This design comes from an exercise in tuning for small area on the open sky130 flow, not from production work. Where RTL was checked, it was by simulation tests only, not by an equivalence proof against the original. Function not checked in run 2: the RTL went through the layout flow alone.

==> flow/design.v, too long to show whole: its modules and the start of the top module <==
// module BTN_IF: 26 lines
// module SamplingCtrl: 58 lines
// module Oscillator: 26 lines
// module SharedMul: 1918 lines
// module Interpolator: 38 lines
// module dds_core: 44 lines
module dds_core (
    input   wire        clk,         
    input   wire        rst_n,       
    input   wire        btn,         
    output  wire [11:0] dac_out,     
    output  wire [2:0]  mode         
);
  // ...
==> flow/run.sh <==
#!/bin/bash
# synth_recipe.tcl (not shown) runs the flow's synth.tcl, then flattens the netlist and writes it again
# the make line also repeats each setting of config.mk as NAME=value (left out here)
make -C /OpenROAD-flow-scripts/flow DESIGN_CONFIG=/design/flow/config.mk WORK_HOME=/design/flow/orfs CLKGATE_MAP_FILE= SYNTH_SCRIPT=/design/flow/synth_recipe.tcl finish
==> flow/config.mk <==
export PLATFORM = sky130hd
export DESIGN_NAME = dds_core
export DESIGN_NICKNAME = dds_core
export VERILOG_FILES = /design/flow/design.v
export SDC_FILE = /design/flow/constraint.sdc
export NUM_CORES = 4
export LEC_CHECK = 0
export CAP_MARGIN = 20
export CORE_MARGIN = 2
export CORE_UTILIZATION = 40
export CTS_BUF_LIST = sky130_fd_sc_hd__clkbuf_4 sky130_fd_sc_hd__clkbuf_8
export CTS_CLUSTER_DIAMETER = 80
export CTS_CLUSTER_SIZE = 40
export PLACE_DENSITY = 0.6
export SLEW_MARGIN = 20
==> flow/constraint.sdc <==
create_clock -name core_clock -period 15.0 [get_ports {clk}]
set_input_delay 3.0000 -clock core_clock [delete_from_list [all_inputs] [get_ports {clk}]]
set_output_delay 3.0000 -clock core_clock [all_outputs]
set_load 0.01 [all_outputs]
==> qor.yml, run 1 <==
synthesis:
  syn_avg_cell_area_um2: 9.00
  synth_top_area_frac: 0.259
  yosysTopAreaCell: "fa_1"
  ys_ff_latch: 160
  yosys.area_share.simple: 0.139
  async_flop_share: 1.00
  seq_area_frac_synth: 0.191
timing:
  period_share: 0.947
  finalClockSkew_ns: 0.0191
  finalWorstSetupSlack_ns: 0.790
  slew_viol_final: 0
cells_and_area:
  diodes: 0
  synthToLayoutAreaGrowth_pct: 6.18
  buffer_area_frac: 0.0210
  n_clock_buffer: 19
  clk_share: 0.0161
  final_util: 0.427
global_routing:
  top_usage_layer: "met2"
  grt.overflow.total: 0
  grt_pass1_vias: 18700
  grt_max_degree: 90
setup_path:
  cp-start-kind: "register"
  reg2reg_depth: 47
  path_delay_family: "compound AO/OA/AOI/OAI gates"
  crit_fanout: 9
clock_tree:
  postCtsSetupBuffers: 0
  cts_buffers: 17
  cts_buffer_depth: 2
detailed_routing:
  routed-wl-met3_mm: 7.51
place:
  hpwl_mm: 61.4
  dp_cells: 2972
die:
  die_height_um: 233
hold_path:
  hold_depth: 0
  hp-start: "m_BtnIf.rIntBtn[0]"
flow_run:
  max_cap_viol_count: 0
status:
  status: "timing/DRC/antenna clean"
==> run 2: changes to the inputs <==
--- a/flow/design.v
+++ b/flow/design.v
@@ -209,130 +209,176 @@
     wire dsub_G13 = dsub_g25 | (dsub_p25 & dsub_g24);
     wire dsub_P13 = dsub_p25 & dsub_p24;
     wire dsub_G14 = dsub_g27 | (dsub_p27 & dsub_g26);
     wire dsub_P14 = dsub_p27 & dsub_p26;
     wire dsub_G15 = dsub_g29 | (dsub_p29 & dsub_g28);
     wire dsub_P15 = dsub_p29 & dsub_p28;
     wire dsub_G16 = dsub_g31 | (dsub_p31 & dsub_g30);
     wire dsub_P16 = dsub_p31 & dsub_p30;
-    wire dsub_G17 = dsub_G2 | (dsub_P2 & dsub_G1);
-    wire dsub_P17 = dsub_P2 & dsub_P1;
-    wire dsub_G18 = dsub_G4 | (dsub_P4 & dsub_G3);
-    wire dsub_P18 = dsub_P4 & dsub_P3;
-    wire dsub_G19 = dsub_G6 | (dsub_P6 & dsub_G5);
-    wire dsub_P19 = dsub_P6 & dsub_P5;
-    wire dsub_G20 = dsub_G8 | (dsub_P8 & dsub_G7);
-    wire dsub_P20 = dsub_P8 & dsub_P7;
-    wire dsub_G21 = dsub_G10 | (dsub_P10 & dsub_G9);
-    wire dsub_P21 = dsub_P10 & dsub_P9;
-    wire dsub_G22 = dsub_G12 | (dsub_P12 & dsub_G11);
-    wire dsub_P22 = dsub_P12 & dsub_P11;
-    wire dsub_G23 = dsub_G14 | (dsub_P14 & dsub_G13);
-    wire dsub_P23 = dsub_P14 & dsub_P13;
-    wire dsub_G24 = dsub_G16 | (dsub_P16 & dsub_G15);
-    wire dsub_P24 = dsub_P16 & dsub_P15;
-    wire dsub_G25 = dsub_G18 | (dsub_P18 & dsub_G17);
-    wire dsub_P25 = dsub_P18 & dsub_P17;
-    wire dsub_G26 = dsub_G20 | (dsub_P20 & dsub_G19);
-    wire dsub_P26 = dsub_P20 & dsub_P19;
-    wire dsub_G27 = dsub_G22 | (dsub_P22 & dsub_G21);
-    wire dsub_P27 = dsub_P22 & dsub_P21;
-    wire dsub_G28 = dsub_G24 | (dsub_P24 & dsub_G23);
-    wire dsub_P28 = dsub_P24 & dsub_P23;
-    wire dsub_G29 = dsub_G26 | (dsub_P26 & dsub_G25);
-    wire dsub_P29 = dsub_P26 & dsub_P25;
-    wire dsub_G30 = dsub_G28 | (dsub_P28 & dsub_G27);
-    wire dsub_P30 = dsub_P28 & dsub_P27;
-    wire dsub_G31 = dsub_G30 | (dsub_P30 & dsub_G29);
-    wire dsub_P31 = dsub_P30 & dsub_P29;
-    wire dsub_G32 = dsub_G27 | (dsub_P27 & dsub_G29);
-    wire dsub_P32 = dsub_P27 & dsub_P29;
-    wire dsub_G33 = dsub_G19 | (dsub_P19 & dsub_G25);
-    wire dsub_P33 = dsub_P19 & dsub_P25;
-    wire dsub_G34 = dsub_G21 | (dsub_P21 & dsub_G29);
-    wire dsub_P34 = dsub_P21 & dsub_P29;
-    wire dsub_G35 = dsub_G23 | (dsub_P23 & dsub_G32);
-    wire dsub_P35 = dsub_P23 & dsub_P32;
-    wire dsub_G36 = dsub_G3 | (dsub_P3 & dsub_G17);
-    wire dsub_P36 = dsub_P3 & dsub_P17;
-    wire dsub_G37 = dsub_G5 | (dsub_P5 & dsub_G25);
-    wire dsub_P37 = dsub_P5 & dsub_P25;
-    wire dsub_G38 = dsub_G7 | (dsub_P7 & dsub_G33);
-    wire dsub_P38 = dsub_P7 & dsub_P33;
-    wire dsub_G39 = dsub_G9 | (dsub_P9 & dsub_G29);
-    wire dsub_P39 = dsub_P9 & dsub_P29;
-    wire dsub_G40 = dsub_G11 | (dsub_P11 & dsub_G34);
-    wire dsub_P40 = dsub_P11 & dsub_P34;
-    wire dsub_G41 = dsub_G13 | (dsub_P13 & dsub_G32);
-    wire dsub_P41 = dsub_P13 & dsub_P32;
-    wire dsub_G42 = dsub_G15 | (dsub_P15 & dsub_G35);
-    wire dsub_P42 = dsub_P15 & dsub_P35;
-    wire dsub_G43 = dsub_g2 | (dsub_p2 & dsub_G1);
-    wire dsub_P43 = dsub_p2 & dsub_P1;
-    wire dsub_G44 = dsub_g4 | (dsub_p4 & dsub_G17);
-    wire dsub_P44 = dsub_p4 & dsub_P17;
-    wire dsub_G45 = dsub_g6 | (dsub_p6 & dsub_G36);
-    wire dsub_P45 = dsub_p6 & dsub_P36;
-    wire dsub_G46 = dsub_g8 | (dsub_p8 & dsub_G25);
-    wire dsub_P46 = dsub_p8 & dsub_P25;
-    wire dsub_G47 = dsub_g10 | (dsub_p10 & dsub_G37);
-    wire dsub_P47 = dsub_p10 & dsub_P37;
-    wire dsub_G48 = dsub_g12 | (dsub_p12 & dsub_G33);
-    wire dsub_P48 = dsub_p12 & dsub_P33;
-    wire dsub_G49 = dsub_g14 | (dsub_p14 & dsub_G38);
-    wire dsub_P49 = dsub_p14 & dsub_P38;
-    wire dsub_G50 = dsub_g16 | (dsub_p16 & dsub_G29);
-    wire dsub_P50 = dsub_p16 & dsub_P29;
-    wire dsub_G51 = dsub_g18 | (dsub_p18 & dsub_G39);
-    wire dsub_P51 = dsub_p18 & dsub_P39;
-    wire dsub_G52 = dsub_g20 | (dsub_p20 & dsub_G34);
-    wire dsub_P52 = dsub_p20 & dsub_P34;
-    wire dsub_G53 = dsub_g22 | (dsub_p22 & dsub_G40);
-    wire dsub_P53 = dsub_p22 & dsub_P40;
-    wire dsub_G54 = dsub_g24 | (dsub_p24 & dsub_G32);
-    wire dsub_P54 = dsub_p24 & dsub_P32;
-    wire dsub_G55 = dsub_g26 | (dsub_p26 & dsub_G41);
-    wire dsub_P55 = dsub_p26 & dsub_P41;
-    wire dsub_G56 = dsub_g28 | (dsub_p28 & dsub_G35);
-    wire dsub_P56 = dsub_p28 & dsub_P35;
-    wire dsub_G57 = dsub_g30 | (dsub_p30 & dsub_G42);
-    wire dsub_P57 = dsub_p30 & dsub_P42;
+    wire dsub_G17 = dsub_g2 | (dsub_p2 & dsub_G1);
+    wire dsub_P17 = dsub_p2 & dsub_P1;
+    wire dsub_G18 = dsub_G2 | (dsub_P2 & dsub_G1);
+    wire dsub_P18 = dsub_P2 & dsub_P1;
+    wire dsub_G19 = dsub_g6 | (dsub_p6 & dsub_G3);
+    wire dsub_P19 = dsub_p6 & dsub_P3;
+    wire dsub_G20 = dsub_G4 | (dsub_P4 & dsub_G3);
+    wire dsub_P20 = dsub_P4 & dsub_P3;
+    wire dsub_G21 = dsub_g10 | (dsub_p10 & dsub_G5);
+    wire dsub_P21 = dsub_p10 & dsub_P5;
+    wire dsub_G22 = dsub_G6 | (dsub_P6 & dsub_G5);
+    wire dsub_P22 = dsub_P6 & dsub_P5;
+    wire dsub_G23 = dsub_g14 | (dsub_p14 & dsub_G7);
+    wire dsub_P23 = dsub_p14 & dsub_P7;
+    wire dsub_G24 = dsub_G8 | (dsub_P8 & dsub_G7);
+    wire dsub_P24 = dsub_P8 & dsub_P7;
+    wire dsub_G25 = dsub_g18 | (dsub_p18 & dsub_G9);
+    wire dsub_P25 = dsub_p18 & dsub_P9;
+    wire dsub_G26 = dsub_G10 | (dsub_P10 & dsub_G9);
+    wire dsub_P26 = dsub_P10 & dsub_P9;
+    wire dsub_G27 = dsub_g22 | (dsub_p22 & dsub_G11);
+    wire dsub_P27 = dsub_p22 & dsub_P11;
+    wire dsub_G28 = dsub_G12 | (dsub_P12 & dsub_G11);
+    wire dsub_P28 = dsub_P12 & dsub_P11;
+    wire dsub_G29 = dsub_g26 | (dsub_p26 & dsub_G13);
+    wire dsub_P29 = dsub_p26 & dsub_P13;
+    wire dsub_G30 = dsub_G14 | (dsub_P14 & dsub_G13);
+    wire dsub_P30 = dsub_P14 & dsub_P13;
+    wire dsub_G31 = dsub_g30 | (dsub_p30 & dsub_G15);
+    wire dsub_P31 = dsub_p30 & dsub_P15;
+    wire dsub_G32 = dsub_G16 | (dsub_P16 & dsub_G15);
+    wire dsub_P32 = dsub_P16 & dsub_P15;
+    wire dsub_G33 = dsub_g4 | (dsub_p4 & dsub_G18);
+    wire dsub_P33 = dsub_p4 & dsub_P18;
+    wire dsub_G34 = dsub_G3 | (dsub_P3 & dsub_G18);
+    wire dsub_P34 = dsub_P3 & dsub_P18;
+    wire dsub_G35 = dsub_G19 | (dsub_P19 & dsub_G18);
+    wire dsub_P35 = dsub_P19 & dsub_P18;
+    wire dsub_G36 = dsub_G20 | (dsub_P20 & dsub_G18);
+    wire dsub_P36 = dsub_P20 & dsub_P18;
+    wire dsub_G37 = dsub_g12 | (dsub_p12 & dsub_G22);
+    wire dsub_P37 = dsub_p12 & dsub_P22;
+    wire dsub_G38 = dsub_G7 | (dsub_P7 & dsub_G22);
+    wire dsub_P38 = dsub_P7 & dsub_P22;
+    wire dsub_G39 = dsub_G23 | (dsub_P23 & dsub_G22);
+    wire dsub_P39 = dsub_P23 & dsub_P22;
+    wire dsub_G40 = dsub_G24 | (dsub_P24 & dsub_G22);
+    wire dsub_P40 = dsub_P24 & dsub_P22;
+    wire dsub_G41 = dsub_g20 | (dsub_p20 & dsub_G26);
+    wire dsub_P41 = dsub_p20 & dsub_P26;
+    wire dsub_G42 = dsub_G11 | (dsub_P11 & dsub_G26);
+    wire dsub_P42 = dsub_P11 & dsub_P26;
+    wire dsub_G43 = dsub_G27 | (dsub_P27 & dsub_G26);
+    wire dsub_P43 = dsub_P27 & dsub_P26;
+    wire dsub_G44 = dsub_G28 | (dsub_P28 & dsub_G26);
+    wire dsub_P44 = dsub_P28 & dsub_P26;
+    wire dsub_G45 = dsub_g28 | (dsub_p28 & dsub_G30);
+    wire dsub_P45 = dsub_p28 & dsub_P30;
+    wire dsub_G46 = dsub_G15 | (dsub_P15 & dsub_G30);
+    wire dsub_P46 = dsub_P15 & dsub_P30;
+    wire dsub_G47 = dsub_G31 | (dsub_P31 & dsub_G30);
+    wire dsub_P47 = dsub_P31 & dsub_P30;
+    wire dsub_G48 = dsub_G32 | (dsub_P32 & dsub_G30);
+    wire dsub_P48 = dsub_P32 & dsub_P30;
+    wire dsub_G49 = dsub_g8 | (dsub_p8 & dsub_G36);
+    wire dsub_P49 = dsub_p8 & dsub_P36;
+    wire dsub_G50 = dsub_G5 | (dsub_P5 & dsub_G36);
+    wire dsub_P50 = dsub_P5 & dsub_P36;
+    wire dsub_G51 = dsub_G21 | (dsub_P21 & dsub_G36);
+    wire dsub_P51 = dsub_P21 & dsub_P36;
+    wire dsub_G52 = dsub_G22 | (dsub_P22 & dsub_G36);
+    wire dsub_P52 = dsub_P22 & dsub_P36;
+    wire dsub_G53 = dsub_G37 | (dsub_P37 & dsub_G36);
+    wire dsub_P53 = dsub_P37 & dsub_P36;
+    wire dsub_G54 = dsub_G38 | (dsub_P38 & dsub_G36);
+    wire dsub_P54 = dsub_P38 & dsub_P36;
+    wire dsub_G55 = dsub_G39 | (dsub_P39 & dsub_G36);
+    wire dsub_P55 = dsub_P39 & dsub_P36;
+    wire dsub_G56 = dsub_G40 | (dsub_P40 & dsub_G36);
+    wire dsub_P56 = dsub_P40 & dsub_P36;
+    wire dsub_G57 = dsub_g24 | (dsub_p24 & dsub_G44);
+    wire dsub_P57 = dsub_p24 & dsub_P44;
+    wire dsub_G58 = dsub_G13 | (dsub_P13 & dsub_G44);
+    wire dsub_P58 = dsub_P13 & dsub_P44;
+    wire dsub_G59 = dsub_G29 | (dsub_P29 & dsub_G44);
+    wire dsub_P59 = dsub_P29 & dsub_P44;
+    wire dsub_G60 = dsub_G30 | (dsub_P30 & dsub_G44);
+    wire dsub_P60 = dsub_P30 & dsub_P44;
+    wire dsub_G61 = dsub_G45 | (dsub_P45 & dsub_G44);
+    wire dsub_P61 = dsub_P45 & dsub_P44;
+    wire dsub_G62 = dsub_G46 | (dsub_P46 & dsub_G44);
+    wire dsub_P62 = dsub_P46 & dsub_P44;
+    wire dsub_G63 = dsub_G47 | (dsub_P47 & dsub_G44);
+    wire dsub_P63 = dsub_P47 & dsub_P44;
+    wire dsub_G64 = dsub_G48 | (dsub_P48 & dsub_G44);
+    wire dsub_P64 = dsub_P48 & dsub_P44;
+    wire dsub_G65 = dsub_g16 | (dsub_p16 & dsub_G56);
+    wire dsub_P65 = dsub_p16 & dsub_P56;
+    wire dsub_G66 = dsub_G9 | (dsub_P9 & dsub_G56);
+    wire dsub_P66 = dsub_P9 & dsub_P56;
+    wire dsub_G67 = dsub_G25 | (dsub_P25 & dsub_G56);
+    wire dsub_P67 = dsub_P25 & dsub_P56;
+    wire dsub_G68 = dsub_G26 | (dsub_P26 & dsub_G56);
+    wire dsub_P68 = dsub_P26 & dsub_P56;
+    wire dsub_G69 = dsub_G41 | (dsub_P41 & dsub_G56);
+    wire dsub_P69 = dsub_P41 & dsub_P56;
+    wire dsub_G70 = dsub_G42 | (dsub_P42 & dsub_G56);
+    wire dsub_P70 = dsub_P42 & dsub_P56;
+    wire dsub_G71 = dsub_G43 | (dsub_P43 & dsub_G56);
+    wire dsub_P71 = dsub_P43 & dsub_P56;
+    wire dsub_G72 = dsub_G44 | (dsub_P44 & dsub_G56);
+    wire dsub_P72 = dsub_P44 & dsub_P56;
+    wire dsub_G73 = dsub_G57 | (dsub_P57 & dsub_G56);
+    wire dsub_P73 = dsub_P57 & dsub_P56;
+    wire dsub_G74 = dsub_G58 | (dsub_P58 & dsub_G56);
+    wire dsub_P74 = dsub_P58 & dsub_P56;
+    wire dsub_G75 = dsub_G59 | (dsub_P59 & dsub_G56);
+    wire dsub_P75 = dsub_P59 & dsub_P56;
+    wire dsub_G76 = dsub_G60 | (dsub_P60 & dsub_G56);
+    wire dsub_P76 = dsub_P60 & dsub_P56;
+    wire dsub_G77 = dsub_G61 | (dsub_P61 & dsub_G56);
+    wire dsub_P77 = dsub_P61 & dsub_P56;
+    wire dsub_G78 = dsub_G62 | (dsub_P62 & dsub_G56);
+    wire dsub_P78 = dsub_P62 & dsub_P56;
+    wire dsub_G79 = dsub_G63 | (dsub_P63 & dsub_G56);
+    wire dsub_P79 = dsub_P63 & dsub_P56;
+    wire dsub_G80 = dsub_G64 | (dsub_P64 & dsub_G56);
+    wire dsub_P80 = dsub_P64 & dsub_P56;
     wire dsub_s0 = dsub_p0 ^ 1'b1;
     wire dsub_s1 = dsub_p1 ^ dsub_g0c;
     wire dsub_s2 = dsub_p2 ^ dsub_G1;
-    wire dsub_s3 = dsub_p3 ^ dsub_G43;
-    wire dsub_s4 = dsub_p4 ^ dsub_G17;
-    wire dsub_s5 = dsub_p5 ^ dsub_G44;
-    wire dsub_s6 = dsub_p6 ^ dsub_G36;
-    wire dsub_s7 = dsub_p7 ^ dsub_G45;
-    wire dsub_s8 = dsub_p8 ^ dsub_G25;
-    wire dsub_s9 = dsub_p9 ^ dsub_G46;
-    wire dsub_s10 = dsub_p10 ^ dsub_G37;
-    wire dsub_s11 = dsub_p11 ^ dsub_G47;
-    wire dsub_s12 = dsub_p12 ^ dsub_G33;
-    wire dsub_s13 = dsub_p13 ^ dsub_G48;
-    wire dsub_s14 = dsub_p14 ^ dsub_G38;
-    wire dsub_s15 = dsub_p15 ^ dsub_G49;
-    wire dsub_s16 = dsub_p16 ^ dsub_G29;
-    wire dsub_s17 = dsub_p17 ^ dsub_G50;
-    wire dsub_s18 = dsub_p18 ^ dsub_G39;
-    wire dsub_s19 = dsub_p19 ^ dsub_G51;
-    wire dsub_s20 = dsub_p20 ^ dsub_G34;
-    wire dsub_s21 = dsub_p21 ^ dsub_G52;
-    wire dsub_s22 = dsub_p22 ^ dsub_G40;
-    wire dsub_s23 = dsub_p23 ^ dsub_G53;
-    wire dsub_s24 = dsub_p24 ^ dsub_G32;
-    wire dsub_s25 = dsub_p25 ^ dsub_G54;
-    wire dsub_s26 = dsub_p26 ^ dsub_G41;
-    wire dsub_s27 = dsub_p27 ^ dsub_G55;
-    wire dsub_s28 = dsub_p28 ^ dsub_G35;
-    wire dsub_s29 = dsub_p29 ^ dsub_G56;
-    wire dsub_s30 = dsub_p30 ^ dsub_G42;
-    wire dsub_s31 = dsub_p31 ^ dsub_G57;
+    wire dsub_s3 = dsub_p3 ^ dsub_G17;
+    wire dsub_s4 = dsub_p4 ^ dsub_G18;
+    wire dsub_s5 = dsub_p5 ^ dsub_G33;
+    wire dsub_s6 = dsub_p6 ^ dsub_G34;
+    wire dsub_s7 = dsub_p7 ^ dsub_G35;
+    wire dsub_s8 = dsub_p8 ^ dsub_G36;
+    wire dsub_s9 = dsub_p9 ^ dsub_G49;
+    wire dsub_s10 = dsub_p10 ^ dsub_G50;
+    wire dsub_s11 = dsub_p11 ^ dsub_G51;
+    wire dsub_s12 = dsub_p12 ^ dsub_G52;
+    wire dsub_s13 = dsub_p13 ^ dsub_G53;
+    wire dsub_s14 = dsub_p14 ^ dsub_G54;
+    wire dsub_s15 = dsub_p15 ^ dsub_G55;
+    wire dsub_s16 = dsub_p16 ^ dsub_G56;
+    wire dsub_s17 = dsub_p17 ^ dsub_G65;
+    wire dsub_s18 = dsub_p18 ^ dsub_G66;
+    wire dsub_s19 = dsub_p19 ^ dsub_G67;
+    wire dsub_s20 = dsub_p20 ^ dsub_G68;
+    wire dsub_s21 = dsub_p21 ^ dsub_G69;
+    wire dsub_s22 = dsub_p22 ^ dsub_G70;
+    wire dsub_s23 = dsub_p23 ^ dsub_G71;
+    wire dsub_s24 = dsub_p24 ^ dsub_G72;
+    wire dsub_s25 = dsub_p25 ^ dsub_G73;
+    wire dsub_s26 = dsub_p26 ^ dsub_G74;
+    wire dsub_s27 = dsub_p27 ^ dsub_G75;
+    wire dsub_s28 = dsub_p28 ^ dsub_G76;
+    wire dsub_s29 = dsub_p29 ^ dsub_G77;
+    wire dsub_s30 = dsub_p30 ^ dsub_G78;
+    wire dsub_s31 = dsub_p31 ^ dsub_G79;
     wire [31:0] d = {dsub_s31, dsub_s30, dsub_s29, dsub_s28, dsub_s27, dsub_s26, dsub_s25, dsub_s24, dsub_s23, dsub_s22, dsub_s21, dsub_s20, dsub_s19, dsub_s18, dsub_s17, dsub_s16, dsub_s15, dsub_s14, dsub_s13, dsub_s12, dsub_s11, dsub_s10, dsub_s9, dsub_s8, dsub_s7, dsub_s6, dsub_s5, dsub_s4, dsub_s3, dsub_s2, dsub_s1, dsub_s0};
     wire [31:0] mx = osc ? y1 : d;
     wire [2:0] msel = osc ? 3'd5 : mode;
     wire [31:0] xm1 = mx;
     wire x3_g0 = mx[1] & mx[0];
     wire x3_p0 = mx[1] ^ mx[0];
     wire x3_g1 = mx[2] & mx[1];
     wire x3_p1 = mx[2] ^ mx[1];
==> flow/config.mk (replaced) <==
export PLATFORM = sky130hd
export DESIGN_NAME = dds_core
export DESIGN_NICKNAME = dds_core
export VERILOG_FILES = /design/flow/design.v
export SDC_FILE = /design/flow/constraint.sdc
export NUM_CORES = 4
export LEC_CHECK = 0
export CAP_MARGIN = 20
export CORE_MARGIN = 2
export CORE_UTILIZATION = 40
export CTS_BUF_LIST = sky130_fd_sc_hd__clkbuf_4 sky130_fd_sc_hd__clkbuf_8
export PLACE_DENSITY = 0.6
export SLEW_MARGIN = 20
==> run 2 against run 1 <==
  * Cell area increased by 3.4%
  * Critical path depth shrank 1
  * Cell count grew 1.6%
  * Fmax up 7.1%
  * Hold slack worse by 0.00084 ns
  * Setup slack improved by 0.94 ns
  * Highest routed layer unchanged
==> qor.yml, run 2 <==
synthesis:
  ys_warn_count: 4
  synth_cell_type_count: 103
  async_flop_share: 1.00  # unchanged
  ys_top_cells_by_area: "fa_1 24%, dfrtp_1 18%, ha_1 9.5%, inv_1 4.4%, nor2_1 4.1%"
  seq_area_frac_synth: 0.185  # -0.00590
  synth_fp_nets: 2812
  synth_edf_count: 0
  syn_area_um2: 21700
  yosysTopAreaCell: "fa_1"
  ys_ff_latch: 160  # unchanged
  synthFlopType: "dfrtp_1"
  synth_commonest_cells: "263 x fa_1, 257 x inv_1, 238 x nor2_1, 164 x ha_1, 157 x dfrtp_1"
  syn_inst: 2382
  syn_avg_cell_area_um2: 9.10  # +1.2%
  synth_top_area_frac: 0.243  # -0.0163
  synth.most_common_cell: "fa_1"
detailed_routing:
  vias_per_cell: 6.18
  ant_nets: 0
  wl_per_cell_um: 26.1
  drtIter0Drc: 2333
  routed_wl_mm: 79.7
  vias: 18900
  drcViolationCount: 0
  drtPass1Iterations: 6
clock_tree:
  root_buffer: "clkbuf_8"
  htree_levels: 4
  path_clk_slew_ns: 0.09
  cts_tree: "built"
  cts_buffers: 17  # unchanged
  postCtsSetupBuffers: 0  # unchanged
  cts_buffer_depth: 2  # unchanged
  hold_buffers: 0
  cts-resized-gates: 0
  clock_sinks: 160
  insertion_delay_ns: 0.49
setup_path:
  cpMostUsedCell: "fa_1"
  crit_fanout: 11  # +2
  regToRegStartpoint: "m_osc.r_out_1[0]"
  end_kind: "register"
  crit_required_ns: 15.35
  cp_data_arrival_time_ns: 13.62
  crit_slowest_cell: "a2111oi_0"
  setup.worst_path.start: "m_osc.r_out_1[0]"
  cp-start-kind: "register"
  criticalPathCategory: "reg -> reg"
  slowest_delay_ns: 0.91
cells_and_area:
  top_regs: "m_osc.r_out_1 (32), m_osc.r_out_2 (32), m_interp.racc (30)"
  final_cell_mix: "263 x fa_1, 257 x inv_1, 236 x nor2_1"
  nFillCells: 5255
  finalInstanceArea_um2: 23100
  final_util: 0.430  # +0.00257
  final_nets: 2771
  drive_above_1_share: 0.0867
  fin_cells: 3052
  layout_commonest_cell: "fa_1"
  synthToLayoutAreaGrowth_pct: 6.43
timing:
  period_share: 0.884  # -0.0629
  max_slew_margin: 0.207
  finalClockSkew_ns: 0.0103  # -0.00880 ns
  finalSetupTns_ns: 0
  max_freq_mhz: 75.4
  rsz0062_at_grt: "no"
  hold_viol: 0
  worst_pin_slew_ns: 1.16
  period_needed_ns: 13.27
  finalWorstSetupSlack_ns: 1.73  # +0.944 ns
  setup_violations: 0
  hold-worst-slack_ns: 0.350
  slew_viol_final: 0  # unchanged
die:
  rows: 85
  boundaryPins: 18
  dieWidth_um: 237
  die_height_um: 237  # +1.6%
  die_area_um2: 56100
  start_util: 0.404
  core_um2: 53700
place:
  placed_area_um2: 22600
  routabilityCongestion: 1.03
  port_buffers: 17
  dpl_worst_slack_ns: 2.10
  hpwl_mm: 61.8  # +0.63%
  dp_cells: 3018  # +1.5%
hold_path:
  hp-start: "m_interp.out_hi[8]"
  hold_class: "reg -> reg"
global_routing:
  track_usage: 0.292
  grt_pass1_vias: 19600  # +4.8%
  antenna_found_initial: 1
  grt.overflow.total: 0  # unchanged
  grt_pass1_wl_mm: 123
  grt_max_degree: 79  # -12%
status:
  status: "timing/DRC/antenna clean"
flow_run:
  max_cap_viol_count: 0  # unchanged
==> run 2: final timing paths <==
check	to	slack, ns	depth (start not counted)
max	m_osc.r_out_1[31]	1.73	46
min	m_interp.rInterpOut[8]	0.35	0
min reg2reg	m_interp.rInterpOut[8]	0.35	0
min in group asynchronous	m_osc.r_out_2[29]	2.44	1
max in group asynchronous	m_osc.r_out_1[4]	10.73	3
max reg2reg	m_osc.r_out_1[31]	1.73	46
==> run 2: final cells by class <==
class | instances | area, µm² | share of cell area
diodes | 2 | 5.00 | 0.000217
clock buffers | 20 | 275 | 0.0119
flip-flops and latches | 160 | 4010 | 0.174
clock inverters | 12 | 179 | 0.00775
well taps | 696 | 871 | 0.0377
inverters | 267 | 1010 | 0.0437
multi-input cells | 1834 | 16200 | 0.703
repair buffers | 61 | 502 | 0.0217
==> run 2: per-layer routing <==
metal,global-route usage,share of wire
met4,0.132,0.051
met3,0.0574,0.092
met5,0,0
met1,0.393,0.41
met2,0.454,0.44
==> run 2: logic make-up after synthesis <==
| group | Yosys count | share of synthesized area |
|---|---|---|
| multiplexers | 53 | 0.0268 |
| buffers and inverters | 388 | 0.0685 |
| AO/OA/AOI/OAI | 620 | 0.202 |
| flip-flops | 160 | 0.185 |
| adder cells (fa/ha/maj) | 430 | 0.339 |
| AND/OR/NAND/NOR | 617 | 0.132 |
| XOR/XNOR | 114 | 0.0476 |
==> run 2: worst max-delay path, delay by kind of cell, from the launching register on <==
kind                       cells  cell delay (ns)
and+or+nand+nor                9             1.11
adders and majority gates     12             4.46
AOI/OAI and AO/OA             19             6.36
xor gates and xnor gates       3             0.52
DFF                            1             0.41
buffers and inverters          3             0.23

[separate check: timing with driven ports]
No port has a modelled driver above. Below, the same layouts with a new extraction and two added sets of constraints. Step 1, drivers: a clkbuf_16 drives clk and a buf_2 each remaining input, both assumed. Step 2 moves the port delays by t, midway between the first and last clock arrival at a register: inputs arrive t later, outputs are due t later. That takes back most of the time a late clock gives input paths. Slacks: ideal / step 1 / step 2; pairs: ideal / step 1.
run | t, ns | setup slack, ns | worst setup path after step 2 | slew at the worst register clock pin (ns) | worst slew at a driven data input, ns
run 1 | 0.528 | 0.790 / 0.790 / 0.790 | register to register | 0.10 / 0.10 | 0.04
run 2 | 0.530 | 1.733 / 1.733 / 1.733 | register to register | 0.09 / 0.09 | 0.04
After both steps setup and hold are still met in every run listed.
